Context: an optimization exercise on an open-source flow, tuned for small area, a short achievable clock period and few clock cycles. The choices shown serve that exercise and are no tape-out recipe.
The RTL was checked by simulation tests, not by an equivalence proof against the original design.
Power figures rest on the tool's default switching activity, not on a simulated workload.

==> flow/design.v (outline; a module is shown in full before it is edited, if it fits) <==
// module alu: 32 lines
// module shifter: 30 lines
// module mux2ig: 3 lines
// module and2g: 3 lines
// module xor2g: 3 lines
// module xnor2g: 3 lines
// module a21oig: 3 lines
// module o21aig: 3 lines
// module ksadd14: 218 lines
// module ksadd32s: 719 lines
// module controller: 63 lines
// module reg32: 11 lines
// module regfile: 29 lines
// module reg32e: 8 lines
// module decode5: 13 lines
// module rdmux31: 26 lines
// module aoi222: 3 lines
// module nand2g: 3 lines
// module nand3g: 3 lines
// module nand4g: 3 lines
// module nor2g: 3 lines
// module inv1g: 3 lines
// module nor3g: 3 lines
// module ldconv: 13 lines
// module stconv: 5 lines
// module stbits: 7 lines
// module kappa3_light_core: 188 lines
// module mispred: 7 lines
// module dffq: 7 lines
// module ctlff: 10 lines
// module add17: 5 lines
module kappa3_light_core(input         clock,
			 input 	       reset,
			 output [31:0] mem_addr,
			 output        mem_read,
			 output        mem_write,
			 output [31:0] mem_wrdata,
			 output [3:0]  mem_wrbits,
			 input [31:0]  mem_rddata);
  // ...
==> flow/flow/run.sh <==
#!/bin/bash
# Layout flow: the standard synthesis (standard.sh synth, unchanged), then
# the standard ORFS steps (standard.sh) with three changes:
#  - the port buffers are buf_4 cells instead of the cell buffer_ports picks
#    by default (a slow delay cell on this platform);
#  - timing repair aims for a larger setup margin, on the worst endpoints only;
#  - clock tree synthesis inserts no dummy loads (same buffers and clustering
#    as config.mk's CTS settings).
# make's output goes to flow_synth.log and flow_layout.log, each ORFS step's
# to orfs/logs/.
set -euo pipefail
cd "$(dirname "$0")/.."
bash standard.sh synth > flow_synth.log 2>&1
bash standard.sh "BUFFER_PORTS_ARGS=-buffer_cell sky130_fd_sc_hd__buf_4" \
     SETUP_SLACK_MARGIN=6.5 TNS_END_PERCENT=5 \
     "CTS_ARGS=-sink_clustering_enable -repair_clock_nets -buf_list sky130_fd_sc_hd__clkbuf_16 -sink_clustering_size 24 -sink_clustering_max_diameter 80 -dont_use_dummy_load" \
     finish > flow_layout.log 2>&1
==> flow/standard.sh <==
#!/bin/bash
# synth_recipe.tcl (not shown) runs the flow's synth.tcl, then flattens the netlist and writes it again
# the make line also repeats each setting of config.mk as NAME=value (left out here)
make -C /OpenROAD-flow-scripts/flow DESIGN_CONFIG=/design/flow/config.mk WORK_HOME=/design/flow/orfs CLKGATE_MAP_FILE= SYNTH_SCRIPT=/design/flow/synth_recipe.tcl "${@:-finish}"
==> flow/config.mk <==
export PLATFORM = sky130hd
export DESIGN_NAME = kappa3_light_core
export DESIGN_NICKNAME = kappa3_light_core
export VERILOG_FILES = /design/flow/design.v
export SDC_FILE = /design/flow/constraint.sdc
export NUM_CORES = 8
export LEC_CHECK = 0
export CAP_MARGIN = 25
export CORE_MARGIN = 2
export CORE_UTILIZATION = 60
export CTS_BUF_LIST = sky130_fd_sc_hd__clkbuf_16
export CTS_CLUSTER_DIAMETER = 80
export CTS_CLUSTER_SIZE = 24
export PLACE_DENSITY = 0.7
export SLEW_MARGIN = 25
export SYNTH_HIERARCHICAL = 1
==> flow/constraint.sdc <==
create_clock -name core_clock -period 10.0 [get_ports {clock}]
set_input_delay 2.0000 -clock core_clock [delete_from_list [all_inputs] [get_ports {clock}]]
set_output_delay 2.0000 -clock core_clock [all_outputs]
set_load 0.01 [all_outputs]
==> flow_metrics.py, run 1 <==
metrics = {
    "pwr": {
        "clkPwrFrac_pct": 16.5,
        "power_leader": "registers",
        "irDropWorstVdd_v": 0.000197,
    },
    "floorplan": {
        "die-area_um2": 106000,
        "tap_cells": 1368,
        "die_h_um": 325,
    },
    "sta": {
        "whs_ns": 0.430,
        "fin_crit_sh_pct": 39.0,
        "tightest_slew_ns": 1.13,
        "final_hold_viol_count": 0,
    },
    "grt": {
        "grt.met1_usage_pct": 58.5,
        "grt_use_met2_pct": 66.8,
    },
    "synthesis": {
        "synth_commonest_cells": "edfxtp_1 (1,055), a222oi_1 (647), nand2_1 (635)",
        "syn_area_um2": 62000,
        "syn_inst": 5193,
        "synth-compound-area-share_pct": 20.4,
    },
    "layout": {
        "sh_seq_area_pct": 48.2,
        "design.seq.count": 1208,
        "layout_common_cells": "edfxtp_1 (1,055), a222oi_1 (647), nand2_1 (605)",
        "regArea_um2": 34900,
    },
    "hold_path": {
        "hold_path.startpoint": "e_f3[2]$_DFFE_PP_",
        "hold_depth": 0,
    },
    "routing": {
        "wirelength_um": 262000,
        "drt_iter0_drc": 14000,
    },
    "placed_design": {
        "gp_routability_congestion": 1.07,
        "dp_slack_ns": 4.76,
        "place_area_um2": 65900,
    },
    "setup_path": {
        "cp-endpoint": "q_b.q[28]$_DFF_P_",
        "critPathTopFamily": "simple AND/OR/NAND/NOR gates",
        "crit_cells": 11,
        "cp_slowest_cell": "a222oi_1",
    },
    "outcome": {
        "status": "no timing/DRC/antenna violations",
    },
    "clocking": {
        "clk_pin_slew_worst_paths_ns": 0.11,
    },
}
Testbench counts, summed over its fixed seeds: cycles 653,986.
==> run 2: changes to the inputs <==
--- a/flow/config.mk
+++ b/flow/config.mk
@@ -12,5 +12,5 @@
 export CTS_CLUSTER_DIAMETER = 80
 export CTS_CLUSTER_SIZE = 24
 export PLACE_DENSITY = 0.7
-export SLEW_MARGIN = 25
+export SLEW_MARGIN = 40
 export SYNTH_HIERARCHICAL = 1
==> run 2 against run 1 <==
Effect of this change: wire length grew 0.45%; synthesized area is the same; highest routed layer unchanged; sequential cell count is the same; cell count grew 0.45%; die area is the same; setup slack lost 0.032 ns; sequential power is essentially flat.
==> flow_metrics.py, run 2 <==
metrics = {
    "outcome": {
        "status": "no timing/DRC/antenna violations",
    },
    "floorplan": {
        "die-area_um2": 106000,
        "initial_core_util_pct": 60.7,
        "fp.dieW_um": 325,
        "coreArea_um2": 102000,
        "fp-row-count": 117,
        "ios": 104,
        "die_h_um": 325,
    },
    "setup_path": {
        "path_cells": "buf_16 > nand2b_4 > buf_4 > buf_4 > o21ai_4 > buf_12 > a222oi_1 > nand2_1 > nor2_1 > nand3_1 > nand3_1 > a31oi_1",
        "cp_data_required_time_ns": 10.57,
        "cp-end-kind": "flop",
        "cp_slowest_cell": "nor2_1",
        "cp.arrival_ns": 4.51,
        "critPathLaunchType": "primary input",
        "cp_max_fo": 32,
        "r2r_start": "q_a.q[0]$_DFF_P_",
        "startpoint": "mem_rddata[20]",
        "reg2reg_depth": 12,
        "crit_path_max_incr_delay_ns": 0.64,
        "cp.buffers_inverters": 4,
        "critPathTopFamily": "simple AND/OR/NAND/NOR gates",
        "crit_type": "primary input to flop",
        "crit_cells": 12,
    },
    "grt": {
        "antenna_found_initial": 8,
        "grt_pass1_vias": 48400,
        "grt_max_degree": 67,
        "grt_usage_pct": 46.8,
        "grt_pass1_wl_um": 357000,
        "grt_busiest_layer": "met2",
        "grt.met1_usage_pct": 58.8,
        "met3_usage_pct": 15.9,
        "grt_use_met2_pct": 67.2,
        "overflow": 0,
    },
    "layout": {
        "regArea_um2": 34900,
        "nFillCells": 7147,
        "nets": 5658,
        "largest_reg_flops": 992,
        "area_growth_pct": 17.2,
        "final_util_pct": 71.2,
        "layout.cells.non_filler": 6916,
        "layout_common_cells": "edfxtp_1 (1,055), a222oi_1 (647), nand2_1 (603)",
        "final_common_cell": "edfxtp_1",
        "multi_input_area_um2": 28800,
        "top_register": "regfile_inst.g.r.out",
        "drive_above_1_share_pct": 22.7,
    },
    "pwr": {
        "irDropWorstVdd_v": 0.000194,
        "p_leak_nw": 27.0,
        "total_power_mw": 16.0,
        "p_per_area_nw_per_um2": 220,
    },
    "clocking": {
        "numClockSinks": 1208,
        "cts-hold-fix-buffers": 0,
        "htreeDepth": 2,
        "clk_pin_slew_worst_paths_ns": 0.10,
        "cts_made_buffers": 61,
        "clock_latency_ns": 0.77,
        "cts_tree": "built",
        "cts_buffer_depth": 3,
        "cts_root_buf": "clkbuf_16",
    },
    "placed_design": {
        "place_hpwl_um": 165000,
        "portBuffers": 88,
        "dp_slack_ns": 4.78,
        "gp_routability_congestion": 1.07,
        "placed_cells": 6651,
    },
    "sta": {
        "final_hold_viol_count": 0,
        "setup_viol": 0,
        "tightest_slew_ns": 0.917,
        "max_slew_margin_pct": 37.1,
        "rsz0062_at_grt": "true",
        "fin_crit_sh_pct": 39.3,
        "clock.fmax_ghz": 0.254,
        "min_period_ns": 3.93,
        "final.setup.tns_ns": 0,
        "fin_worst_skew_ns": 0.102,
        "fin_ws_ns": 6.07,
        "drv_slew": 0,
    },
    "synthesis": {
        "yosysTopAreaCellShare_pct": 51.1,
        "yosys_warnings": 12,
        "synth.largest_area_cell": "edfxtp_1",
        "synth_edf_count": 1055,
        "async_reset_ff_share_pct": 2.32,
        "yosysMostFrequentCell": "edfxtp_1",
        "syn_inst": 5193,
        "synth_area_leaders": "edfxtp_1 (51%), a222oi_1 (10%), dfxtp_1 (4.0%), mux2i_1 (3.9%), nand2_1 (3.8%)",
        "synth_cell_types": 104,
        "synth-seq-cells": 1208,
        "avgSynthCellArea_um2": 11.9,
        "synth_commonest_cells": "edfxtp_1 (1,055), a222oi_1 (647), nand2_1 (635)",
        "synth_seq_area_share_pct": 56.3,
        "syn_area_um2": 62000,
        "synthFlopType": "edfxtp_1",
    },
    "run": {
        "cap_violations": 0,
    },
    "routing": {
        "ant_nets": 0,
        "wirelength_um": 263000,
        "drt_iter0_drc": 14000,
        "wl_per_cell_um": 38.0,
        "vias_per_cell": 7.84,
        "num_vias": 54200,
        "dr.pass1.iters": 19,
        "drc": 0,
    },
    "hold_path": {
        "hold_depth": 0,
        "hold_path.startpoint": "e_f3[2]$_DFFE_PP_",
        "hp-class": "flop to flop",
    },
}
run 2: path summary, 6_finish.rpt:
kind	endpoint	slack (ns)
setup / recovery	q_b.q[22]$_DFF_P_	6.07
hold / removal	m_f3[2]$_DFFE_PP_	0.43
setup reg to reg	q_a.q[10]$_DFF_P_	6.12
hold reg to reg	m_f3[2]$_DFFE_PP_	0.43
max in group asynchronous	fpc[4]$_DFF_PN0_	8.38
min in group asynchronous	fpc[6]$_DFF_PN0_	1.21
run 2: worst reg2reg max path: stages (launching register included):
cell	delay [ns]
dfxtp_1	0.72
buf_4	0.33
mux2i_1	0.15
mux2i_1	0.23
mux2i_1	0.15
mux2i_1	0.24
mux2i_1	0.14
mux2i_1	0.70
a22oi_1	0.22
nand4_1	0.31
nand3b_1	0.16
o311ai_1	0.12
a221oi_2	0.30
run 2: layer usage:
metal,vias up,wire [um]
met5,-,143
met4,10,26700
met3,1163,43400
met2,5452,109000
met1,26100,84100
li1,21600,-
run 2: cells by family (layout without fill, tap and decap cells):
kind of cell / Yosys count / in the layout / share of synthesized area (%)
flip-flops: 1208 / 1208 / 56.3
other: 3 / 66 / 0.0182
XOR/XNOR: 197 / 197 / 2.81
buffers and inverters: 457 / 744 / 3.71
AO/OA/AOI/OAI: 1553 / 1553 / 20.4
AND/OR/NAND/NOR: 1413 / 1418 / 10.5
multiplexers: 280 / 280 / 4.64
adder cells (fa/ha/maj): 82 / 82 / 1.67
run 2: cell type report:
type	count	area share, %
inverter	214	1.15
timing repair buffer	469	6.77
sequential	1208	48.0
antenna	8	0.0275
multi-input combinational	3588	39.6
tap	1368	2.35
clock buffer	61	2.10
run 2: what timing repair did:
action,in CTS,in global routing
buffers inserted,103,68
pin swaps,86,113
gates resized for setup,384,270
endpoints found under the setup margin,127,384
cloned,7,18
run 2: Yosys stat by module (local to each module, per instance), a selection:
module   area [um2]  cells inside  flip-flops and latches
add17           762           100                       0
stconv          449            53                       0
ldconv          742            98                       0
nand3g         5.00             1                       0
and2g          6.26             1                       0
stbits         43.8             7                       0
aoi222         10.0             1                       0
a21oig         8.76             1                       0
shifter         250            34                       0
run 2: power breakdown:
part / internal (mW) / total, mW / switching, mW / leakage (nW)
Sequential: 6.77 / 7.46 / 0.692 / 12.5
Combinational: 1.75 / 5.88 / 4.13 / 13.7
Clock: 1.08 / 2.65 / 1.57 / 0.752
Total: 9.60 / 16.0 / 6.39 / 27.0
run 2: through the flow:
step	hold WS (ns)	instance area [um2]
2_1_floorplan	0.400	63100
5_1_grt	0.429	72700
6_report	0.425	72700
4_1_cts	0.428	70500
3_5_place_dp	0.407	66000
3_3_place_gp	0.406	65900
==> run 3: changes to the inputs <==
--- a/flow/flow/run.sh
+++ b/flow/flow/run.sh
@@ -12,6 +12,6 @@
 cd "$(dirname "$0")/.."
 bash standard.sh synth > flow_synth.log 2>&1
 bash standard.sh "BUFFER_PORTS_ARGS=-buffer_cell sky130_fd_sc_hd__buf_4" \
-     SETUP_SLACK_MARGIN=6.5 TNS_END_PERCENT=5 \
+     SETUP_SLACK_MARGIN=6.25 TNS_END_PERCENT=5 \
      "CTS_ARGS=-sink_clustering_enable -repair_clock_nets -buf_list sky130_fd_sc_hd__clkbuf_16 -sink_clustering_size 24 -sink_clustering_max_diameter 80 -dont_use_dummy_load" \
      finish > flow_layout.log 2>&1
--- a/flow/config.mk
+++ b/flow/config.mk
@@ -12,5 +12,5 @@
 export CTS_CLUSTER_DIAMETER = 80
 export CTS_CLUSTER_SIZE = 24
 export PLACE_DENSITY = 0.7
-export SLEW_MARGIN = 40
+export SLEW_MARGIN = 25
 export SYNTH_HIERARCHICAL = 1
==> run 3 against run 2 <==
Effect of this change: highest routed layer unchanged; register-to-register slack got worse by 0.03 ns; first-iteration DRC count fell by 2.6%; critical path depth did not move; sequential cell count did not move; sequential share of layout area rose by 1.2 points; clock skew barely moved.
==> flow_metrics.py, run 3 <==
metrics = {
    "synthesis": {
        "synth.largest_area_cell": "edfxtp_1",
        "yosysTopAreaCellShare_pct": 51.1,
        "synthXorXnorAreaFrac_pct": 2.81,
        "synth-seq-cells": 1208,
        "synth_top_family_by_area": "compound AO/OA/AOI/OAI gates",
        "syn_inst": 5193,
        "async_reset_ff_share_pct": 2.32,
        "synth-compound-area-share_pct": 20.4,
        "synth_edf_count": 1055,
        "avgSynthCellArea_um2": 11.9,
        "synthAdderAreaFrac_pct": 1.67,
        "yosys-mux-area-fraction_pct": 4.64,
        "synth_commonest_cells": "edfxtp_1 (1,055), a222oi_1 (647), nand2_1 (635)",
        "syn_area_um2": 62000,
        "synth_cell_types": 104,
        "yosys_warnings": 12,
        "synth_seq_area_share_pct": 56.3,
        "synthFlopType": "edfxtp_1",
        "yosysMostFrequentCell": "edfxtp_1",
        "synth_area_leaders": "edfxtp_1 (51%), a222oi_1 (10%), dfxtp_1 (4.0%), mux2i_1 (3.9%), nand2_1 (3.8%)",
        "synth-simple-area-share_pct": 10.5,
    },
    "grt": {
        "grt_usage_pct": 47.5,
        "grt_pass1_vias": 48700,
        "grt_pass1_wl_um": 360000,
        "antenna_found_initial": 16,
        "overflow": 0,
        "grt_max_degree": 67,
    },
    "setup_path": {
        "cp_slowest_cell": "nor2_1",
        "cp_data_required_time_ns": 10.57,
        "cp.arrival_ns": 4.68,
        "crit_type": "primary input to flop",
        "cp_max_fo": 13,
        "cp-end-kind": "flop",
        "r2r_start": "e_cin$_DFFE_PP_",
        "startpoint": "mem_rddata[20]",
        "path_cells": "buf_6 > a21oi_4 > buf_8 > buf_4 > a21oi_4 > buf_12 > a222oi_1 > nand2_1 > nor2_1 > nand3_1 > nand3_1 > a31oi_1",
        "critPathLaunchType": "primary input",
        "crit_path_max_incr_delay_ns": 0.45,
    },
    "layout": {
        "area_growth_pct": 14.5,
        "final_util_pct": 69.5,
        "drive_above_1_share_pct": 19.9,
        "fin_area_um2": 71000,
        "layout.cells.non_filler": 6866,
        "largest_reg_flops": 992,
        "nFillCells": 7387,
        "final_common_cell": "edfxtp_1",
        "top_register": "regfile_inst.g.r.out",
        "layout_common_cells": "edfxtp_1 (1,055), a222oi_1 (647), nand2_1 (623)",
        "nets": 5613,
    },
    "pwr": {
        "irDropWorstVdd_v": 0.000237,
        "p_per_area_nw_per_um2": 222,
        "p_leak_nw": 26.3,
        "total_power_mw": 15.8,
    },
    "placed_design": {
        "gp_routability_congestion": 1.02,
        "place_area_um2": 65900,
        "dp_slack_ns": 4.75,
        "placed_cells": 6632,
        "place_hpwl_um": 164000,
        "portBuffers": 88,
    },
    "run": {
        "cap_violations": 0,
    },
    "routing": {
        "wirelength_um": 262000,
        "num_vias": 53500,
        "drc": 0,
        "vias_per_cell": 7.79,
        "ant_nets": 0,
        "wl_per_cell_um": 38.1,
        "dr.pass1.iters": 14,
        "drt_iter0_drc": 13600,
    },
    "sta": {
        "fin_ws_ns": 5.90,
        "setup_viol": 0,
        "max_slew_margin_pct": 27.1,
        "clock.fmax_ghz": 0.244,
        "rsz0062_at_grt": "true",
        "fin_worst_skew_ns": 0.102,
        "fin_crit_sh_pct": 41.0,
        "final_hold_viol_count": 0,
        "min_period_ns": 4.10,
        "tightest_slew_ns": 1.09,
        "drv_slew": 0,
        "whs_ns": 0.440,
        "final.setup.tns_ns": 0,
    },
    "floorplan": {
        "fp-row-count": 117,
        "die-area_um2": 106000,
        "initial_core_util_pct": 60.7,
        "ios": 104,
        "coreArea_um2": 102000,
        "die_h_um": 325,
        "fp.dieW_um": 325,
    },
    "hold_path": {
        "hold_path.startpoint": "e_f3[2]$_DFFE_PP_",
        "hp-class": "flop to flop",
    },
    "clocking": {
        "numClockSinks": 1208,
        "clk_pin_slew_worst_paths_ns": 0.09,
        "htreeDepth": 2,
        "cts-hold-fix-buffers": 0,
        "cts_tree": "built",
        "cts_made_buffers": 59,
        "cts_root_buf": "clkbuf_16",
        "clock_latency_ns": 0.76,
        "cts_buffer_depth": 3,
    },
    "outcome": {
        "status": "no timing/DRC/antenna violations",
    },
}
[run 3: cell types whose count changed in the layout (fill, tap and decap cells not counted), sizes merged]
cell / previous run / this run
and2: 77 / 74
clkinvlp: 1 / 0
inv: 212 / 213
a21oi: 268 / 280
diode: 8 / 3
clkbuf: 75 / 66
bufbuf: 1 / 0
buf: 454 / 399
o21ai: 247 / 258
[run 3: modules after synthesis, one instance, submodules excluded, excerpt]
module      flops+latches  area, um2  copies in the design  cells inside
and2g                   0       6.26                    58             1
regfile                 0       7.51                     1             2
nand3g                  0       5.00                    64             1
reg32e                 32        961                    31            32
xnor2g                  0       8.76                    31             1
ctlff                   1       25.0                    10             1
a21oig                  0       8.76                   120             1
stconv                  0        449                     1            53
controller              0        915                     1           151
ksadd14                 0       7.51                     2             1
mux2ig                  0       10.0                   192             1
nand2g                  0       3.75                   473             1
inv1g                   0       3.75                    80             1
xor2g                   0       8.76                   119             1
mispred                 0       40.0                     2             5
[run 3: cells by family after synthesis]
family	count (synthesis)
muxes	280
buffers and inverters	457
adders and majority gates	82
AOI/OAI and AO/OA	1553
and+or+nand+nor	1413
other	3
xor gates and xnor gates	197
DFF	1208
[run 3: path summary, 6_finish.rpt]
| check | to | slack, ns | cells after the start |
|---|---|---|---|
| setup / recovery | q_b.q[21]$_DFF_P_ | 5.90 | 12 |
| hold / removal | m_f3[2]$_DFFE_PP_ | 0.44 | 0 |
| setup reg to reg | maddr[2]$_DFF_P_ | 6.09 | 18 |
| hold reg to reg | m_f3[2]$_DFFE_PP_ | 0.44 | 0 |
| max in group asynchronous | m_ld$_DFF_PN0_ | 8.36 | 1 |
| min in group asynchronous | fpc[13]$_DFF_PN0_ | 1.27 | 1 |
[run 3: what timing repair did]
item	in CTS	in global routing
pin swaps	72	53
gates cloned	26	4
setup buffers	91	49
resized for setup	250	127
endpoints found under the setup margin	106	103
[run 3: power breakdown]
part | internal (mW) | switching, mW
Clock | 1.05 | 1.54
Combinational | 1.64 | 4.09
Sequential | 6.77 | 0.679
[run 3: layer usage]
layer | vias up | track usage [%] | wire, um
met5 | - | 1.45 | 313
met4 | 16 | 36.4 | 25800
met3 | 1088 | 14.6 | 40200
met2 | 5105 | 69.9 | 111000
met1 | 25800 | 58.7 | 84200
li1 | 21500 | - | -
[run 3: area by class of cell]
| class | instances | area (um2) | share of cell area (%) |
|---|---|---|---|
| Timing Repair Buffer | 406 | 3960 | 5.57 |
| Sequential cell | 1208 | 34900 | 49.2 |
| Inverter | 214 | 816 | 1.15 |
| Clock buffer | 59 | 1480 | 2.08 |
| Antenna cell | 3 | 7.51 | 0.0106 |
| Tap cell | 1368 | 1710 | 2.41 |
| Multi-Input combinational cell | 3608 | 28100 | 39.6 |
[run 3: worst max-delay path, delay by kind of cell]
kind / cells / cell delay (ns)
AND/OR/NAND/NOR: 4 / 1.21
buffers and inverters: 4 / 0.67
AO/OA/AOI/OAI: 4 / 0.77
==> module regfile, before the edit <==
module regfile(input         clock,
	       input [4:0]   rs1_addr,
	       input [4:0]   rs2_addr,
	       input [4:0]   rd_addr,
	       input [31:0]  in,
	       input 	     ld,
	       input 	     clear,    
	       output [31:0] rs1_out,
	       output [31:0] rs2_out);
   wire [32*32-1:0]  q;
   wire [31:1] 	     we, sel1, sel2;
   decode5 wdec(.a(rd_addr), .en(ld), .all(clear), .y(we));
   decode5 r1dec(.a(rs1_addr), .en(1'b1), .all(1'b0), .y(sel1));
   decode5 r2dec(.a(rs2_addr), .en(1'b1), .all(1'b0), .y(sel2));
   genvar i, b;
   generate
      for (i = 1; i < 32; i = i + 1) begin : g_reg
	 reg32e r(.clock(clock), .ld(we[i]), .in(in), .out(q[32*i +: 32]));
      end
      for (b = 0; b < 32; b = b + 1) begin : g_rd
	 wire [31:1] d;
	 for (i = 1; i < 32; i = i + 1) begin : g_d
	    assign d[i] = q[32*i + b];
	 end
	 rdmux31 m1(.d(d), .s(sel1), .y(rs1_out[b]));
	 rdmux31 m2(.d(d), .s(sel2), .y(rs2_out[b]));
      end
   endgenerate
endmodule  
==> run 4: changes to the inputs <==
--- a/flow/design.v
+++ b/flow/design.v
@@ -1099,10 +1099,12 @@
 	       output [31:0] rs1_out,
 	       output [31:0] rs2_out);
    wire [32*32-1:0]  q;
-   wire [31:1] 	     we, sel1, sel2;
+   wire [31:1] 	     we, sel1l, sel1h, sel2l, sel2h;
    decode5 wdec(.a(rd_addr), .en(ld), .all(clear), .y(we));
-   decode5 r1dec(.a(rs1_addr), .en(1'b1), .all(1'b0), .y(sel1));
-   decode5 r2dec(.a(rs2_addr), .en(1'b1), .all(1'b0), .y(sel2));
+   decode5 r1decl(.a(rs1_addr), .en(1'b1), .all(1'b0), .y(sel1l));
+   decode5 r1dech(.a(rs1_addr), .en(1'b1), .all(1'b0), .y(sel1h));
+   decode5 r2decl(.a(rs2_addr), .en(1'b1), .all(1'b0), .y(sel2l));
+   decode5 r2dech(.a(rs2_addr), .en(1'b1), .all(1'b0), .y(sel2h));
    genvar i, b;
    generate
       for (i = 1; i < 32; i = i + 1) begin : g_reg
@@ -1113,8 +1115,10 @@
 	 for (i = 1; i < 32; i = i + 1) begin : g_d
 	    assign d[i] = q[32*i + b];
 	 end
-	 rdmux31 m1(.d(d), .s(sel1), .y(rs1_out[b]));
-	 rdmux31 m2(.d(d), .s(sel2), .y(rs2_out[b]));
+	 wire [31:1] s1 = (b < 16) ? sel1l : sel1h;
+	 wire [31:1] s2 = (b < 16) ? sel2l : sel2h;
+	 rdmux31 m1(.d(d), .s(s1), .y(rs1_out[b]));
+	 rdmux31 m2(.d(d), .s(s2), .y(rs2_out[b]));
       end
    endgenerate
 endmodule  
--- a/flow/flow/run.sh
+++ b/flow/flow/run.sh
@@ -12,6 +12,6 @@
 cd "$(dirname "$0")/.."
 bash standard.sh synth > flow_synth.log 2>&1
 bash standard.sh "BUFFER_PORTS_ARGS=-buffer_cell sky130_fd_sc_hd__buf_4" \
-     SETUP_SLACK_MARGIN=6.25 TNS_END_PERCENT=5 \
+     SETUP_SLACK_MARGIN=6.5 TNS_END_PERCENT=5 \
      "CTS_ARGS=-sink_clustering_enable -repair_clock_nets -buf_list sky130_fd_sc_hd__clkbuf_16 -sink_clustering_size 24 -sink_clustering_max_diameter 80 -dont_use_dummy_load" \
      finish > flow_layout.log 2>&1
==> run 4 against run 3 <==
Effect of this change: critical path type unchanged; design area increased by 3.0%; sequential power increased by 1%; die area increased by 0.88%; register-to-register slack improved by 0.08 ns; sequential cell count unchanged; largest power group unchanged; global-route usage decreased by 2.6 points; highest routed layer unchanged.
==> flow_metrics.py, run 4 <==
metrics = {
    "outcome": {
        "status": "no timing/DRC/antenna violations",
    },
    "synthesis": {
        "synth_edf_count": 1055,
        "syn_inst": 5287,
        "yosysMostFrequentCell": "edfxtp_1",
        "avgSynthCellArea_um2": 11.8,
        "yosys_warnings": 12,
        "synth.largest_area_cell": "edfxtp_1",
        "synth_cell_types": 104,
        "yosysTopAreaCellShare_pct": 50.6,
        "synth_seq_area_share_pct": 55.8,
        "synth-seq-cells": 1208,
        "syn_area_um2": 62600,
        "synth_area_leaders": "edfxtp_1 (51%), a222oi_1 (10%), dfxtp_1 (4.0%), mux2i_1 (3.9%), nand2_1 (3.8%)",
        "async_reset_ff_share_pct": 2.32,
        "synth_commonest_cells": "edfxtp_1 (1,055), a222oi_1 (647), nand2_1 (635)",
        "synthFlopType": "edfxtp_1",
    },
    "layout": {
        "area_growth_pct": 16.8,
        "drive_above_1_share_pct": 22.2,
        "final_common_cell": "edfxtp_1",
        "layout_common_cells": "edfxtp_1 (1,055), a222oi_1 (647), nand2_1 (629)",
        "top_register": "regfile_inst.g.r.out",
        "layout.cells.non_filler": 7096,
        "largest_reg_flops": 992,
        "multi_input_area_um2": 29300,
        "nFillCells": 7175,
        "regArea_um2": 34900,
        "nets": 5821,
    },
    "routing": {
        "vias_per_cell": 7.79,
        "dr.pass1.iters": 14,
        "num_vias": 55300,
        "drt_iter0_drc": 14200,
        "wl_per_cell_um": 36.0,
        "drc": 0,
        "wirelength_um": 256000,
        "ant_nets": 0,
    },
    "clocking": {
        "cts_made_buffers": 61,
        "clock_latency_ns": 0.77,
        "numClockSinks": 1208,
        "htreeDepth": 2,
        "cts_buffer_depth": 3,
        "clk_pin_slew_worst_paths_ns": 0.11,
        "cts_root_buf": "clkbuf_16",
        "cts_tree": "built",
    },
    "sta": {
        "final_hold_viol_count": 0,
        "max_slew_margin_pct": 28.0,
        "fin_worst_skew_ns": 0.128,
        "tightest_slew_ns": 1.08,
        "min_period_ns": 3.92,
        "setup_viol": 0,
        "whs_ns": 0.368,
        "clock.fmax_ghz": 0.255,
        "rsz0062_at_grt": "true",
        "drv_slew": 0,
        "final.setup.tns_ns": 0,
        "fin_ws_ns": 6.08,
        "fin_crit_sh_pct": 39.2,
    },
    "placed_design": {
        "dp_slack_ns": 4.83,
        "portBuffers": 88,
        "place_hpwl_um": 162000,
        "gp_routability_congestion": 1.07,
        "placed_cells": 6714,
    },
    "setup_path": {
        "crit_path_max_incr_delay_ns": 0.38,
        "cp-end-kind": "flop",
        "cp_data_required_time_ns": 10.56,
        "cp.arrival_ns": 4.48,
        "r2r_start": "q_a.q[20]$_DFF_P_",
        "cp.buffers_inverters": 2,
        "cp_max_fo": 21,
        "crit_type": "primary input to flop",
        "critPathLaunchType": "primary input",
        "startpoint": "mem_rddata[18]",
        "path_cells": "buf_12 > nand4bb_4 > a21oi_4 > buf_4 > a222oi_1 > nand2_1 > nor2_2 > nand3_2 > nor4b_4 > o31ai_1",
        "critPathTopFamily": "simple AND/OR/NAND/NOR gates",
        "cp_slowest_cell": "a222oi_1",
    },
    "grt": {
        "grt_max_degree": 67,
        "grt_usage_pct": 44.9,
        "grt_pass1_wl_um": 349000,
        "grt_busiest_layer": "met2",
        "overflow": 0,
        "met3_usage_pct": 13.1,
        "grt_pass1_vias": 50300,
        "grt_use_met2_pct": 66.9,
        "antenna_found_initial": 9,
        "grt.met1_usage_pct": 58.1,
    },
    "floorplan": {
        "fp.dieW_um": 327,
        "die_h_um": 327,
        "coreArea_um2": 103000,
        "initial_core_util_pct": 60.4,
        "die-area_um2": 107000,
        "ios": 104,
        "fp-row-count": 118,
    },
    "pwr": {
        "seqPwrFrac_pct": 48.0,
        "p_leak_nw": 27.2,
        "p_int_mw": 9.55,
        "clkPwrFrac_pct": 16.8,
        "irDropWorstVdd_v": 0.000283,
        "p_sw_mw": 6.19,
        "switching_share_pct": 39.3,
        "p_per_area_nw_per_um2": 215,
        "comb_power_share_pct": 35.2,
    },
    "run": {
        "cap_violations": 0,
    },
    "hold_path": {
        "hp-class": "flop to flop",
        "hold_path.startpoint": "e_f3[2]$_DFFE_PP_",
    },
}
[run 4: cell type report]
cell class                 instances  area share, %
tap                             1380           2.36
antenna                           13         0.0445
sequential                      1208           47.8
timing repair buffer             506           6.47
multi-input combinational       3710           40.1
inverter                         216           1.15
timing repair inverter             2         0.0445
clock buffer                      61           2.09
[run 4: through the flow]
step           total power [mW]  utilization [%]  cell area, um2
2_1_floorplan              10.3                -           63600
3_3_place_gp               12.4             63.7           65900
3_5_place_dp               12.4             63.7           65900
4_1_cts                    15.2             68.6           71000
5_1_grt                    16.1             70.6           73100
6_report                   15.7             70.6           73100
[run 4: modules after synthesis (local to each module, per instance), a selection]
module,flip-flops and latches,area (um2),cells,copies in the design
alu,0,2510,358,1
inv1g,0,3.75,1,80
ksadd14,0,7.51,1,2
nand3g,0,5.00,1,64
reg32e,32,961,32,31
regfile,0,7.51,2,1
shifter,0,250,34,1
stbits,0,43.8,7,1
stconv,0,449,53,1
xnor2g,0,8.76,1,31
xor2g,0,8.76,1,119
[run 4: worst paths after layout]
check / to / slack (ns) / cells after the start
min in group asynchronous: c_rfwe.q$_DFF_PN0_ / 1.24 / 1
setup / recovery: q_a.q[12]$_DFF_P_ / 6.08 / 10
setup reg to reg: maddr[14]$_DFF_P_ / 6.17 / 12
max in group asynchronous: fpc[7]$_DFF_PN0_ / 8.31 / 1
hold / removal: m_f3[2]$_DFFE_PP_ / 0.37 / 0
hold reg to reg: m_f3[2]$_DFFE_PP_ / 0.37 / 0
[run 4: cell families after synthesis]
group                    after synthesis  share of synthesized area, %
AO/OA/AOI/OAI                       1617                          20.8
XOR/XNOR                             197                          2.78
adder cells (fa/ha/maj)               82                          1.65
buffers and inverters                465                          3.73
flip-flops                          1208                          55.8
multiplexers                         280                          4.60
other                                  3                        0.0180
AND/OR/NAND/NOR                     1435                          10.7
[run 4: routing by layer]
metal	routed length (um)	share of wire, %
met5	30	0.012
met4	22100	8.6
met3	41500	16
met2	108000	42
met1	83700	33
[run 4: power by group through the flow]
stage                     logic (mW)  clock network, mW  registers, mW
after floorplan                 2.93                  0           7.34
after global placement          4.80                  0           7.55
after detailed placement        4.87                  0           7.57
after CTS                       5.12               2.62           7.48
after global routing            5.73               2.78           7.57
final                           5.54               2.65           7.55
[run 4: worst register-to-register path, stage by stage, from the launching register on]
cell      delay (ns)
dfxtp_1         0.82
inv_1           0.11
ha_1            0.34
nor4_1          0.34
nand4_1         0.27
nor2_2          0.45
mux2i_1         0.41
a31oi_4         0.15
buf_12          0.18
buf_6           0.13
a21o_1          0.18
a211oi_2        0.19
nor2_1          0.07
[run 4: repair_timing]
action	in CTS	in global routing
gates resized for setup	353	124
endpoints found under the setup margin	451	331
hold buffers	0	0
buffers inserted	155	124
cloned	9	20
pin swaps	69	87
Testbench counts of run 4, summed over its fixed seeds: cycles 653,986.
==> module kappa3_light_core, before the edit <==
module kappa3_light_core(input         clock,
			 input 	       reset,
			 output [31:0] mem_addr,
			 output        mem_read,
			 output        mem_write,
			 output [31:0] mem_wrdata,
			 output [3:0]  mem_wrbits,
			 input [31:0]  mem_rddata);
   reg 		init;           
   reg 		m_ld, m_st;     
   reg [15:2] 	fpc;            
   reg 		e_valid;        
   wire [31:0] 	e_a, e_b;       
   reg [11:0] 	e_imm;
   reg [9:0] 	e_op;
   reg 		e_cin;
   wire [4:0] 	e_shamt;
   reg 		e_sra, e_left;
   reg [5:0] 	e_mis;
   reg [2:0] 	e_f3;
   reg [4:0] 	e_rd;
   reg 		e_wr, e_ld, e_st, e_jalr;
   reg [15:2] 	e_altpc;
   reg [31:0] 	r_q;            
   reg [4:0] 	w_rd;           
   reg 		w_valid;        
   reg [16:0] 	maddr;
   reg 		mread;
   reg [3:0] 	wbits;
   reg [2:0] 	m_f3;
   wire 	m_next;         
   wire 	e_go_next;
   wire 	fix_a_next, fix_b_next, rf_we_next;
   wire 	fd_go_e, fd_go_f, fd_go_v;
   wire 	e_go_1, e_go_2;
   wire 	en_a, en_b, fix_a, fix_b, rf_we;
   ctlff c_fd_e(.clock(clock), .reset(reset), .d(~m_next), .q(fd_go_e));
   ctlff c_fd_f(.clock(clock), .reset(reset), .d(~m_next), .q(fd_go_f));
   ctlff c_fd_v(.clock(clock), .reset(reset), .d(~m_next), .q(fd_go_v));
   ctlff c_eg_1(.clock(clock), .reset(reset), .d(e_go_next), .q(e_go_1));
   ctlff c_eg_2(.clock(clock), .reset(reset), .d(e_go_next), .q(e_go_2));
   ctlff c_en_a(.clock(clock), .reset(reset), .d(~m_next | fix_a_next), .q(en_a));
   ctlff c_en_b(.clock(clock), .reset(reset), .d(~m_next | fix_b_next), .q(en_b));
   ctlff c_fx_a(.clock(clock), .reset(reset), .d(fix_a_next), .q(fix_a));
   ctlff c_fx_b(.clock(clock), .reset(reset), .d(fix_b_next), .q(fix_b));
   ctlff c_rfwe(.clock(clock), .reset(reset), .d(rf_we_next), .q(rf_we));
   wire [31:0] 	ir = mem_rddata;
   wire 	is_ld, is_st, is_br, is_jal, is_jalr, is_auipc;
   wire 	use_rs1, use_rs2, wr_rd, sra, pred;
   wire [31:0] 	imm_b_op;
   wire [11:0] 	imm_agu;
   wire [9:0] 	alu_op;
   wire 	inv_b;
   wire [5:0] 	mis;
   wire [13:0] 	off_b, off_j;
   controller controller_inst(.ir(ir),
			      .is_ld(is_ld), .is_st(is_st), .is_br(is_br),
			      .is_jal(is_jal), .is_jalr(is_jalr), .is_auipc(is_auipc),
			      .use_rs1(use_rs1), .use_rs2(use_rs2), .wr_rd(wr_rd),
			      .imm_b_op(imm_b_op), .imm_agu(imm_agu),
			      .alu_op(alu_op), .inv_b(inv_b), .sra(sra), .mis(mis),
			      .off_b(off_b), .off_j(off_j), .pred(pred));
   wire [4:0] 	rs1_addr = ir[19:15];
   wire [4:0] 	rs2_addr = ir[24:20];
   wire [31:0] 	rf_rs1, rf_rs2;
   wire [31:0] 	rf_wdata;
   regfile regfile_inst(.clock(clock),
			.rs1_addr(rs1_addr), .rs2_addr(rs2_addr),
			.rd_addr(w_rd), .in(rf_wdata), .ld(rf_we), .clear(init),
			.rs1_out(rf_rs1), .rs2_out(rf_rs2));
   wire [31:0] 	e_result;
   wire [31:0] 	st_data;
   wire 	eq, lt, ltu;
   alu alu_inst(.in1(e_a), .in2(e_b), .cin(e_cin), .shamt(e_shamt), .op(e_op), .sra(e_sra), .left(e_left),
		.link({16'h0, e_altpc, 2'b00}), .stdata(st_data),
		.out(e_result), .eq(eq), .lt(lt), .ltu(ltu));
   wire [16:0] 	agu;
   add17 agu_inst(.a(e_a[16:0]), .b({{5{e_imm[11]}}, e_imm}), .s(agu));
   wire 	mispredict, mispredict_v;
   mispred mp_f(.m(e_mis), .eq(eq), .lt(lt), .ltu(ltu), .go(e_go_1), .y(mispredict));
   mispred mp_v(.m(e_mis), .eq(eq), .lt(lt), .ltu(ltu), .go(e_go_1), .y(mispredict_v));
   wire 	jump_reg = e_go_1 & e_jalr;
   wire 	wbf1 = w_valid & (w_rd == rs1_addr);
   wire 	wbf2 = w_valid & (w_rd == rs2_addr);
   wire 	fwd_ok = e_go_2 & e_wr;
   wire 	fa = fwd_ok & (e_rd == rs1_addr);
   wire 	fb = fwd_ok & (e_rd == rs2_addr);
   wire [15:2] 	fpc_inc = fpc + 14'd1;
   wire [15:2] 	tgt_b, tgt_j;
   ksadd14 tgt_b_inst(.a(fpc), .b(off_b), .s(tgt_b));
   ksadd14 tgt_j_inst(.a(fpc), .b(off_j), .s(tgt_j));
   wire [31:0] 	ld_data;
   ldconv ldconv_inst(.in(mem_rddata), .f3(m_f3), .offset(maddr[1:0]), .out(ld_data));
   assign rf_wdata = m_ld ? ld_data : (r_q & {32{~init}});
   wire 	m_next_ld = e_go_2 & e_ld;
   wire 	m_next_st = e_go_2 & e_st;
   assign m_next = m_next_ld | m_next_st;
   wire 	e_valid_next = fd_go_v ? ~(mispredict_v | jump_reg) : e_valid;
   assign e_go_next = e_valid_next & ~m_next;
   wire 	ld_rd_nz = (e_rd != 5'd0);
   assign fix_a_next = m_next_ld & ld_rd_nz & use_rs1 & (rs1_addr == e_rd);
   assign fix_b_next = m_next_ld & ld_rd_nz & use_rs2 & (rs2_addr == e_rd);
   assign rf_we_next = e_go_2 & (e_wr | (e_ld & ld_rd_nz));
   wire 	s_jr = jump_reg;
   wire 	s_hold = ~jump_reg & ~fd_go_f;
   wire 	s_tj = ~jump_reg & fd_go_f & is_jal;
   wire 	s_tb = ~jump_reg & fd_go_f & pred & ~is_jal;
   wire 	s_inc = ~jump_reg & fd_go_f & ~pred;
   wire [15:2] 	fpc_seq = ({14{s_jr}} & agu[15:2]) | ({14{s_hold}} & fpc) |
		({14{s_tj}} & tgt_j) | ({14{s_tb}} & tgt_b) | ({14{s_inc}} & fpc_inc);
   wire 	a_agu = m_next | jump_reg;
   wire [16:0] 	maddr_seq = ({17{a_agu}} & agu) |
		({17{~m_next & s_hold}} & {1'b0, fpc, 2'b00}) |
		({17{~m_next & s_tj}} & {1'b0, tgt_j, 2'b00}) |
		({17{~m_next & s_tb}} & {1'b0, tgt_b, 2'b00}) |
		({17{~m_next & s_inc}} & {1'b0, fpc_inc, 2'b00});
   wire [15:2] 	fpc_next = mispredict ? e_altpc : fpc_seq;
   wire [16:0] 	maddr_next = mispredict ? {1'b0, e_altpc, 2'b00} : maddr_seq;
   wire [3:0] 	st_bits;
   stconv stconv_inst(.in(e_b), .f3(e_f3[1:0]), .out(st_data));
   stbits stbits_inst(.f3(e_f3[1:0]), .offset(agu[1:0]), .bits(st_bits));
   always @ ( posedge clock or negedge reset )
     if ( !reset ) begin
	init <= 1'b1;
	m_ld <= 1'b0;
	m_st <= 1'b0;
	fpc <= 14'h0;
	e_valid <= 1'b0;
     end
     else begin
	init <= 1'b0;
	m_ld <= m_next_ld;
	m_st <= m_next_st;
	fpc <= fpc_next;
	e_valid <= e_valid_next;
     end
   always @ ( posedge clock ) begin
      mread <= ~m_next_st;
      maddr <= maddr_next;
   end
   always @ ( posedge clock ) begin
      r_q <= e_result;
      w_rd <= e_rd;
      w_valid <= e_go_2 & e_wr;
   end
   wire 	sa_ex = use_rs1 & fa;
   wire 	sa_rf = use_rs1 & ~fa & ~wbf1;
   wire [31:0] 	a_other = use_rs1 ? r_q : (is_auipc ? {16'h0, fpc, 2'b00} : 32'h0);
   wire [31:0] 	a_fd = sa_rf ? rf_rs1 : sa_ex ? e_result : a_other;
   wire [31:0] 	a_next = fix_a ? ld_data : a_fd;
   wire 	sb_ex = use_rs2 & fb;
   wire 	sb_rf = use_rs2 & ~fb & ~wbf2;
   wire [31:0] 	b_oth0 = use_rs2 ? r_q : imm_b_op;
   wire [31:0] 	b_late = sb_rf ? rf_rs2 : e_result;
   wire [31:0] 	b_fd = (sb_rf | sb_ex) ? b_late : b_oth0;
   wire [31:0] 	b_next = fix_b ? ld_data : b_fd;
   wire [4:0] 	sh_fd = sb_rf ? rf_rs2[4:0] : sb_ex ? e_result[4:0] : b_oth0[4:0];
   wire [4:0] 	sh_next = fix_b ? ld_data[4:0] : sh_fd;
   dffq #(32) q_a(.clock(clock), .d(en_a ? a_next : e_a), .q(e_a));
   dffq #(32) q_b(.clock(clock), .d(en_b ? b_next : e_b), .q(e_b));
   dffq #(5) q_sh(.clock(clock), .d(en_b ? sh_next : e_shamt), .q(e_shamt));
   always @ ( posedge clock ) begin
      if ( fd_go_e ) begin
	 e_cin <= inv_b;
	 e_imm <= imm_agu;
	 e_op <= alu_op;
	 e_sra <= sra;
	 e_left <= alu_op[1];
	 e_mis <= mis;
	 e_f3 <= ir[14:12];
	 e_rd <= ir[11:7];
	 e_wr <= wr_rd;
	 e_ld <= is_ld;
	 e_st <= is_st;
	 e_jalr <= is_jalr;
	 e_altpc <= (is_br & ~ir[31]) ? tgt_b : fpc_inc;
      end
      if ( e_go_2 ) begin
	 wbits <= st_bits;
	 m_f3 <= e_f3;
      end
   end
   assign mem_addr = {15'h0, maddr};
   assign mem_read = mread;
   assign mem_write = m_st;
   assign mem_wrdata = r_q;
   assign mem_wrbits = wbits;
endmodule  
==> run 5: changes to the inputs <==
--- a/flow/design.v
+++ b/flow/design.v
@@ -1099,12 +1099,10 @@
 	       output [31:0] rs1_out,
 	       output [31:0] rs2_out);
    wire [32*32-1:0]  q;
-   wire [31:1] 	     we, sel1l, sel1h, sel2l, sel2h;
+   wire [31:1] 	     we, sel1, sel2;
    decode5 wdec(.a(rd_addr), .en(ld), .all(clear), .y(we));
-   decode5 r1decl(.a(rs1_addr), .en(1'b1), .all(1'b0), .y(sel1l));
-   decode5 r1dech(.a(rs1_addr), .en(1'b1), .all(1'b0), .y(sel1h));
-   decode5 r2decl(.a(rs2_addr), .en(1'b1), .all(1'b0), .y(sel2l));
-   decode5 r2dech(.a(rs2_addr), .en(1'b1), .all(1'b0), .y(sel2h));
+   decode5 r1dec(.a(rs1_addr), .en(1'b1), .all(1'b0), .y(sel1));
+   decode5 r2dec(.a(rs2_addr), .en(1'b1), .all(1'b0), .y(sel2));
    genvar i, b;
    generate
       for (i = 1; i < 32; i = i + 1) begin : g_reg
@@ -1115,10 +1113,8 @@
 	 for (i = 1; i < 32; i = i + 1) begin : g_d
 	    assign d[i] = q[32*i + b];
 	 end
-	 wire [31:1] s1 = (b < 16) ? sel1l : sel1h;
-	 wire [31:1] s2 = (b < 16) ? sel2l : sel2h;
-	 rdmux31 m1(.d(d), .s(s1), .y(rs1_out[b]));
-	 rdmux31 m2(.d(d), .s(s2), .y(rs2_out[b]));
+	 rdmux31 m1(.d(d), .s(sel1), .y(rs1_out[b]));
+	 rdmux31 m2(.d(d), .s(sel2), .y(rs2_out[b]));
       end
    endgenerate
 endmodule  
@@ -1230,7 +1226,6 @@
    wire [31:0] 	e_a, e_b;       
    reg [11:0] 	e_imm;
    reg [9:0] 	e_op;
-   reg 		e_cin;
    wire [4:0] 	e_shamt;
    reg 		e_sra, e_left;
    reg [5:0] 	e_mis;
@@ -1288,7 +1283,9 @@
    wire [31:0] 	e_result;
    wire [31:0] 	st_data;
    wire 	eq, lt, ltu;
-   alu alu_inst(.in1(e_a), .in2(e_b), .cin(e_cin), .shamt(e_shamt), .op(e_op), .sra(e_sra), .left(e_left),
+   wire 	e_sub;
+   dffe1 q_sub(.clock(clock), .en(fd_go_e), .d(inv_b), .q(e_sub));
+   alu alu_inst(.in1(e_a), .in2(e_b), .cin(e_sub), .shamt(e_shamt), .op(e_op), .sra(e_sra), .left(e_left),
 		.link({16'h0, e_altpc, 2'b00}), .stdata(st_data),
 		.out(e_result), .eq(eq), .lt(lt), .ltu(ltu));
    wire [16:0] 	agu;
@@ -1331,8 +1328,17 @@
 		({17{~m_next & s_tj}} & {1'b0, tgt_j, 2'b00}) |
 		({17{~m_next & s_tb}} & {1'b0, tgt_b, 2'b00}) |
 		({17{~m_next & s_inc}} & {1'b0, fpc_inc, 2'b00});
-   wire [15:2] 	fpc_next = mispredict ? e_altpc : fpc_seq;
-   wire [16:0] 	maddr_next = mispredict ? {1'b0, e_altpc, 2'b00} : maddr_seq;
+   wire [15:2] 	fpc_next;
+   wire [16:2] 	maddr_next_hi;
+   genvar k;
+   generate
+      for (k = 2; k < 16; k = k + 1) begin : g_npc
+	 mux2g mf(.a0(fpc_seq[k]), .a1(e_altpc[k]), .s(mispredict), .y(fpc_next[k]));
+	 mux2g mm(.a0(maddr_seq[k]), .a1(e_altpc[k]), .s(mispredict), .y(maddr_next_hi[k]));
+      end
+   endgenerate
+   assign maddr_next_hi[16] = ~mispredict & maddr_seq[16];
+   wire [16:0] 	maddr_next = {maddr_next_hi, maddr_seq[1:0] & {2{~mispredict}}};
    wire [3:0] 	st_bits;
    stconv stconv_inst(.in(e_b), .f3(e_f3[1:0]), .out(st_data));
    stbits stbits_inst(.f3(e_f3[1:0]), .offset(agu[1:0]), .bits(st_bits));
@@ -1378,7 +1384,6 @@
    dffq #(5) q_sh(.clock(clock), .d(en_b ? sh_next : e_shamt), .q(e_shamt));
    always @ ( posedge clock ) begin
       if ( fd_go_e ) begin
-	 e_cin <= inv_b;
 	 e_imm <= imm_agu;
 	 e_op <= alu_op;
 	 e_sra <= sra;
@@ -1410,6 +1415,17 @@
    assign y = go & ((m[0] & eq) | (m[1] & ~eq) | (m[2] & lt) | (m[3] & ~lt) |
 		    (m[4] & ltu) | (m[5] & ~ltu));
 endmodule  
+module mux2g(input a0, a1, s, output y);
+   assign y = s ? a1 : a0;
+endmodule  
+module dffe1(input     clock,
+	     input     en,
+	     input     d,
+	     output reg q);
+   always @ ( posedge clock )
+     if ( en )
+       q <= d;
+endmodule  
 module dffq #(parameter W = 1)
    (input              clock,
     input [W-1:0]      d,
==> run 5 against run 4 <==
Effect of this change: still clean on timing, DRC and antenna; maximum frequency shrank 1.2%; synthesized area is 0.93% lower; sequential power decreased by 2%; critical endpoint is now q_a.q[7]$_DFF_P_.
==> flow_metrics.py, run 5 <==
metrics = {
    "placed_design": {
        "gp_routability_congestion": 1.05,
        "place_hpwl_um": 162000,
        "portBuffers": 88,
    },
    "grt": {
        "overflow": 0,
        "grt_max_degree": 65,
        "grt_usage_pct": 47.1,
        "grt_pass1_wl_um": 359000,
        "grt_pass1_vias": 49400,
        "antenna_found_initial": 15,
    },
    "pwr": {
        "comb_power_share_pct": 37.6,
        "irDropWorstVdd_v": 0.000184,
        "seqPwrFrac_pct": 46.1,
        "clkPwrFrac_pct": 16.3,
        "p_per_area_nw_per_um2": 218,
        "p_sw_mw": 6.37,
        "p_leak_nw": 27.2,
        "p_int_mw": 9.69,
        "switching_share_pct": 39.7,
    },
    "layout": {
        "layout_common_cells": "edfxtp_1 (1,055), nand2_1 (666), a222oi_1 (652)",
        "top_register": "regfile_inst.g.r.out",
        "final_util_pct": 72.0,
        "drive_above_1_share_pct": 23.8,
        "final_common_cell": "edfxtp_1",
        "largest_reg_flops": 992,
        "area_growth_pct": 18.8,
        "nets": 5695,
    },
    "synthesis": {
        "synth_edf_count": 1055,
        "yosys_warnings": 13,
        "async_reset_ff_share_pct": 2.32,
        "synthFlopType": "edfxtp_1",
        "synth_commonest_cells": "edfxtp_1 (1,055), nand2_1 (696), a222oi_1 (652)",
        "avgSynthCellArea_um2": 11.9,
        "syn_inst": 5198,
        "synth.largest_area_cell": "edfxtp_1",
        "yosysMostFrequentCell": "edfxtp_1",
        "synth_seq_area_share_pct": 56.3,
        "yosysTopAreaCellShare_pct": 51.1,
        "synth-seq-cells": 1208,
        "synth_cell_types": 88,
        "synth_area_leaders": "edfxtp_1 (51%), a222oi_1 (11%), nand2_1 (4.2%), dfxtp_1 (4.0%), mux2i_1 (3.4%)",
        "syn_area_um2": 62000,
    },
    "clocking": {
        "clk_pin_slew_worst_paths_ns": 0.10,
        "cts-hold-fix-buffers": 0,
        "cts_buffer_depth": 3,
        "cts_root_buf": "clkbuf_16",
        "cts_made_buffers": 60,
        "clock_latency_ns": 0.76,
        "htreeDepth": 2,
        "cts_tree": "built",
        "numClockSinks": 1208,
    },
    "sta": {
        "fin_crit_sh_pct": 39.6,
        "final.setup.tns_ns": 0,
        "fin_worst_skew_ns": 0.137,
        "rsz0062_at_grt": "true",
        "setup_viol": 0,
        "final_hold_viol_count": 0,
        "clock.fmax_ghz": 0.252,
        "min_period_ns": 3.96,
        "max_slew_margin_pct": 18.7,
        "tightest_slew_ns": 1.19,
        "drv_slew": 0,
    },
    "routing": {
        "vias_per_cell": 7.80,
        "drt_iter0_drc": 14000,
        "drc": 0,
        "wl_per_cell_um": 37.9,
        "ant_nets": 0,
        "num_vias": 54300,
        "wirelength_um": 264000,
        "dr.pass1.iters": 14,
    },
    "setup_path": {
        "crit_type": "flop to flop",
        "cp_slowest_cell": "nand4_1",
        "path_cells": "buf_6 > buf_16 > xor2_4 > xor2_2 > nand2_2 > o21ai_4 > a21oi_4 > buf_4 > xnor2_1 > a22oi_1 > nand4_1 > a221oi_2 > o21ai_1",
        "crit_path_max_incr_delay_ns": 0.68,
        "reg2reg_depth": 13,
        "critPathLaunchType": "flop",
        "cp-end-kind": "flop",
        "crit_cells": 13,
        "cp_max_fo": 9,
        "cp.buffers_inverters": 3,
        "cp.arrival_ns": 4.54,
        "cp_data_required_time_ns": 10.58,
        "critPathTopFamily": "compound AO/OA/AOI/OAI gates",
    },
    "run": {
        "cap_violations": 0,
    },
    "floorplan": {
        "initial_core_util_pct": 60.7,
        "fp.dieW_um": 325,
        "coreArea_um2": 102000,
        "die_h_um": 325,
        "ios": 104,
        "fp-row-count": 117,
        "die-area_um2": 106000,
    },
    "outcome": {
        "status": "no timing/DRC/antenna violations",
    },
    "hold_path": {
        "hold_depth": 0,
        "hp-class": "flop to flop",
    },
}
run 5: worst paths after layout:
kind,from,end,slack (ns)
setup / recovery,q_sub.q$_DFFE_PP_,q_a.q[7]$_DFF_P_,6.04
hold / removal,e_f3[2]$_DFFE_PP_,m_f3[2]$_DFFE_PP_,0.37
setup reg to reg,q_sub.q$_DFFE_PP_,q_a.q[7]$_DFF_P_,6.04
hold reg to reg,e_f3[2]$_DFFE_PP_,m_f3[2]$_DFFE_PP_,0.37
max in group asynchronous,reset,c_rfwe.q$_DFF_PN0_,8.35
min in group asynchronous,reset,fpc[8]$_DFF_PN0_,1.24
run 5: worst reg2reg max path, cell delays in order (launching register included):
cell      delay, ns
edfxtp_1       0.37
buf_6          0.18
buf_16         0.23
xor2_4         0.20
xor2_2         0.26
nand2_2        0.12
o21ai_4        0.24
a21oi_4        0.09
buf_4          0.16
xnor2_1        0.18
a22oi_1        0.63
nand4_1        0.68
a221oi_2       0.49
o21ai_1        0.11
run 5: logic make-up after synthesis:
family	after synthesis	synth area share, %
AO/OA/AOI/OAI	1567	20.5
XOR/XNOR	199	2.81
adder cells (fa/ha/maj)	82	1.67
buffers and inverters	444	3.46
flip-flops	1208	56.3
multiplexers	277	4.82
other	3	0.0182
AND/OR/NAND/NOR	1418	10.4
run 5: through the flow:
step                total power [mW]  cell area (um2)  cells  hold slack [ns]  worst slack, ns
floorplan                       10.2            62600   5253            0.400             5.44
global placement                12.4            65700   6651            0.407             4.72
detailed placement              12.5            65800   6656            0.437             4.74
CTS                             15.4            71500   6872            0.373             6.36
global route                    16.4            73600   6945            0.391             6.13
finish                          16.1            73600   6956            0.370             6.04
run 5: cell type report:
type,count,area [um2]
antenna,11,27.5
inverter,196,736
sequential,1208,34900
multi-input combinational,3605,29300
fill,7053,28600
clock buffer,60,1500
timing repair buffer,508,5390
tap,1368,1710
run 5: routing by layer:
layer	vias to the layer above	wire length [um]	GRT usage (%)	share of wire, %
met4	12	25300	34.4	9.6
met2	5274	111000	68.5	42
met1	26200	85500	59.2	32
li1	21700	-	-	-
met3	1116	41700	15.2	16
met5	-	80	0	0.030
run 5: modules after synthesis (local to each module, per instance), excerpt:
module | times used | cells inside
aoi222 | 640 | 1
inv1g | 80 | 1
nor2g | 256 | 1
xnor2g | 31 | 1
dffe1 | 1 | 1
alu | 1 | 358
stbits | 1 | 7
mux2ig | 192 | 1
ksadd14 | 2 | 1
a21oig | 120 | 1
ctlff | 10 | 1
stconv | 1 | 53
regfile | 1 | 2
nand2g | 473 | 1
xor2g | 119 | 1
nand3g | 64 | 1
run 5: timing repair:
item                       4_1_cts  5_1_grt
buffers inserted               145       50
cloned                          11       22
pin swaps                      143      142
resized for setup              553      213
setup endpoints to repair      185      260
run 5: power groups by stage:
stage,Combinational (mW),Sequential [mW],Clock (mW)
floorplan,2.94,7.28,0
global placement,5.03,7.40,0
detailed placement,5.09,7.42,0
CTS,5.52,7.33,2.59
global route,6.20,7.42,2.76
finish,6.04,7.40,2.62
Testbench counts of run 5, summed over its fixed seeds: cycles 653,986.
==> run 6: changes to the inputs <==
--- a/flow/flow/run.sh
+++ b/flow/flow/run.sh
@@ -12,6 +12,6 @@
 cd "$(dirname "$0")/.."
 bash standard.sh synth > flow_synth.log 2>&1
 bash standard.sh "BUFFER_PORTS_ARGS=-buffer_cell sky130_fd_sc_hd__buf_4" \
-     SETUP_SLACK_MARGIN=6.5 TNS_END_PERCENT=5 \
+     SETUP_SLACK_MARGIN=6.75 TNS_END_PERCENT=5 \
      "CTS_ARGS=-sink_clustering_enable -repair_clock_nets -buf_list sky130_fd_sc_hd__clkbuf_16 -sink_clustering_size 24 -sink_clustering_max_diameter 80 -dont_use_dummy_load" \
      finish > flow_layout.log 2>&1
==> run 6 against run 5 <==
Effect of this change: global-route usage grew 2.1 points; first-iteration DRC count grew 0.88%; critical path depth shrank 2; sequential cell count is the same; synthesized cell count is the same; utilization grew 0.76 points; synthesized area is the same; critical path type is now primary input to flop; critical endpoint is now q_a.q[4]$_DFF_P_; highest routed layer unchanged.
==> flow_metrics.py, run 6 <==
metrics = {
    "layout": {
        "final_util_pct": 72.8,
        "layout.cells.non_filler": 6984,
        "layout_common_cells": "edfxtp_1 (1,055), nand2_1 (664), a222oi_1 (652)",
        "area_growth_pct": 20.0,
        "final_common_cell": "edfxtp_1",
        "largest_reg_flops": 992,
        "top_register": "regfile_inst.g.r.out",
        "drive_above_1_share_pct": 24.3,
        "nets": 5726,
    },
    "floorplan": {
        "ios": 104,
        "die_h_um": 325,
        "die-area_um2": 106000,
        "coreArea_um2": 102000,
        "fp-row-count": 117,
        "initial_core_util_pct": 60.7,
        "fp.dieW_um": 325,
    },
    "synthesis": {
        "yosys-mux-area-fraction_pct": 4.82,
        "yosysTopAreaCellShare_pct": 51.1,
        "async_reset_ff_share_pct": 2.32,
        "syn_area_um2": 62000,
        "synth_edf_count": 1055,
        "syn_inst": 5198,
        "synth-seq-cells": 1208,
        "synthFlopType": "edfxtp_1",
        "synth.largest_area_cell": "edfxtp_1",
        "synth_seq_area_share_pct": 56.3,
        "yosys_warnings": 13,
        "synthAdderAreaFrac_pct": 1.67,
        "yosysMostFrequentCell": "edfxtp_1",
        "synth-simple-area-share_pct": 10.4,
        "synth_commonest_cells": "edfxtp_1 (1,055), nand2_1 (696), a222oi_1 (652)",
        "synthXorXnorAreaFrac_pct": 2.81,
        "synth_area_leaders": "edfxtp_1 (51%), a222oi_1 (11%), nand2_1 (4.2%), dfxtp_1 (4.0%), mux2i_1 (3.4%)",
        "synth-compound-area-share_pct": 20.5,
        "avgSynthCellArea_um2": 11.9,
        "synth_cell_types": 88,
        "synth_top_family_by_area": "compound AO/OA/AOI/OAI gates",
    },
    "routing": {
        "num_vias": 54800,
        "dr.pass1.iters": 14,
        "drt_iter0_drc": 14100,
        "wirelength_um": 271000,
        "wl_per_cell_um": 38.8,
        "ant_nets": 0,
        "vias_per_cell": 7.85,
        "drc": 0,
    },
    "grt": {
        "antenna_found_initial": 10,
        "grt_max_degree": 65,
        "overflow": 0,
        "grt_pass1_vias": 50700,
        "grt_usage_pct": 49.2,
        "grt_pass1_wl_um": 373000,
    },
    "pwr": {
        "p_per_area_nw_per_um2": 217,
        "irDropWorstVdd_v": 0.000181,
        "p_leak_nw": 27.5,
    },
    "sta": {
        "min_period_ns": 4.02,
        "clock.fmax_ghz": 0.249,
        "fin_crit_sh_pct": 40.2,
        "final_hold_viol_count": 0,
        "drv_slew": 0,
        "tightest_slew_ns": 1.19,
        "final.setup.tns_ns": 0,
        "max_slew_margin_pct": 18.5,
        "fin_worst_skew_ns": 0.138,
        "setup_viol": 0,
        "rsz0062_at_grt": "true",
    },
    "setup_path": {
        "cp_max_fo": 16,
        "cp_data_required_time_ns": 10.56,
        "reg2reg_depth": 16,
        "crit_type": "primary input to flop",
        "cp.arrival_ns": 4.57,
        "r2r_start": "q_sub.q$_DFFE_PP_",
        "worst-r2r-setup-slack_ns": 6.11,
        "cp-end-kind": "flop",
        "timing.rr.end": "maddr[7]$_DFF_P_",
        "critPathLaunchType": "primary input",
    },
    "placed_design": {
        "portBuffers": 88,
        "gp_routability_congestion": 1.07,
        "placed_cells": 6645,
        "place_hpwl_um": 163000,
    },
    "clocking": {
        "cts-hold-fix-buffers": 0,
        "cts_made_buffers": 61,
        "cts_buffer_depth": 3,
        "htreeDepth": 2,
        "clk_pin_slew_worst_paths_ns": 0.09,
        "numClockSinks": 1208,
        "clock_latency_ns": 0.77,
        "cts_root_buf": "clkbuf_16",
        "cts_tree": "built",
    },
    "hold_path": {
        "hp-class": "flop to flop",
        "hold_depth": 0,
        "hold_path.startpoint": "e_f3[2]$_DFFE_PP_",
        "min_to": "m_f3[2]$_DFFE_PP_",
    },
    "outcome": {
        "status": "no timing/DRC/antenna violations",
    },
    "run": {
        "cap_violations": 0,
    },
}
## run 6: kinds of logic after synthesis
logic type	after synthesis
AO/OA/AOI/OAI	1567
AND/OR/NAND/NOR	1418
flip-flops	1208
buffers and inverters	444
multiplexers	277
XOR/XNOR	199
adder cells (fa/ha/maj)	82
other	3
## run 6: layout make-up
class / count / area (um2)
antenna: 8 / 20.0
clock buffer: 61 / 1530
fill: 6849 / 27800
inverter: 196 / 739
multi-input combinational: 3614 / 29500
sequential: 1208 / 34900
tap: 1368 / 1710
timing repair buffer: 529 / 5970
## run 6: worst max-delay path by stage
stage                      start           endpoint  cells after the start
3_5_place_dp      mem_rddata[15]  q_a.q[18]$_DFF_P_                     10
4_1_cts        q_a.q[16]$_DFF_P_  q_b.q[16]$_DFF_P_                     12
2_1_floorplan  q_sub.q$_DFFE_PP_  fpc[10]$_DFF_PN0_                     12
5_1_grt        q_sub.q$_DFFE_PP_   fpc[3]$_DFF_PN0_                     17
6_report          mem_rddata[18]   q_a.q[4]$_DFF_P_                     11
3_3_place_gp      mem_rddata[15]  q_a.q[18]$_DFF_P_                     10
## run 6: stage by stage
stage	area (um2)	hold slack, ns	setup slack (ns)	total power [mW]
finish	74400	0.430	5.98	16.2
global route	74400	0.447	6.05	16.5
CTS	73100	0.427	6.33	15.5
detailed placement	66000	0.418	4.80	12.5
global placement	65700	0.403	4.83	12.4
floorplan	62900	0.400	5.44	10.2
## run 6: worst max-delay path: stages
cell and delay (ns):
buf_12 0.14, nand4b_1 0.19, buf_12 0.15, o21ai_4 0.10
buf_12 0.18, a222oi_1 0.51, nand2_1 0.25, nor2_4 0.47
nand3_4 0.17, o31ai_4 0.25, o21ai_1 0.10
## run 6: per-layer routing
layer / up-vias / wire length, um / global-route usage (%) / share of wire [%]
li1: 21800 / - / - / -
met1: 26300 / 86100 / 60.8 / 32
met2: 5498 / 113000 / 71.8 / 42
met3: 1307 / 43800 / 16.5 / 16
met4: 8 / 27900 / 36.9 / 10
met5: - / 155 / 0.408 / 0.057
## run 6: per-module statistics from Yosys (local to each module, per instance), excerpt
module / cells / times used / cell area [um2] / flops+latches
xnor2g: 1 / 31 / 8.76 / 0
controller: 151 / 1 / 915 / 0
ldconv: 98 / 1 / 742 / 0
mispred: 5 / 2 / 40.0 / 0
alu: 358 / 1 / 2510 / 0
nand3g: 1 / 64 / 5.00 / 0
o21aig: 1 / 89 / 5.00 / 0
shifter: 34 / 1 / 250 / 0
reg32e: 32 / 31 / 961 / 32
## run 6: timing repair
item	in CTS	in global routing
gates resized for setup	584	159
pin swaps	172	141
buffers inserted	177	46
setup endpoints to repair	939	923
gates cloned	41	6
## run 6: power breakdown
group	switching [mW]	internal [mW]	total, mW
Clock	1.55	1.08	2.63
Combinational	4.19	1.92	6.11
Sequential	0.683	6.73	7.41
Total	6.43	9.73	16.2

-- separate check: timing with driven ports --
The results above use ideal ports. As a check the final layouts listed here were re-extracted and re-timed, cells and wires unchanged. Step 1 sets driving cells, clkbuf_16 on the clock port and buf_2 on the other inputs (assumed; they add their load-dependent delay and slew). Step 2 moves the port delays by t, midway between the first and last clock arrival at a register: inputs arrive t later, outputs are due t later. That takes back most of the time a late clock gives input paths. Slacks: no drivers / after step 1 / after step 2; pairs: no drivers / after step 1.
run | shift t [ns] | setup slack, ns | slew at the worst register clock pin (ns)
run 1 | 0.767 | 6.098 / 6.098 / 5.331 | 0.11 / 0.11
run 2 | 0.786 | 6.066 / 5.947 / 5.161 | 0.11 / 0.11
run 3 | 0.770 | 5.895 / 5.886 / 5.116 | 0.10 / 0.10
run 4 | 0.792 | 6.084 / 5.797 / 5.005 | 0.11 / 0.11
run 5 | 0.758 | 6.037 / 5.912 / 5.154 | 0.10 / 0.10
run 6 | 0.775 | 5.983 / 5.808 / 5.032 | 0.10 / 0.10
After both steps every run listed still meets setup and hold. The setup slack of run 4, which loses most, moves by -0.287 ns with the drivers and by -1.079 ns with both steps.
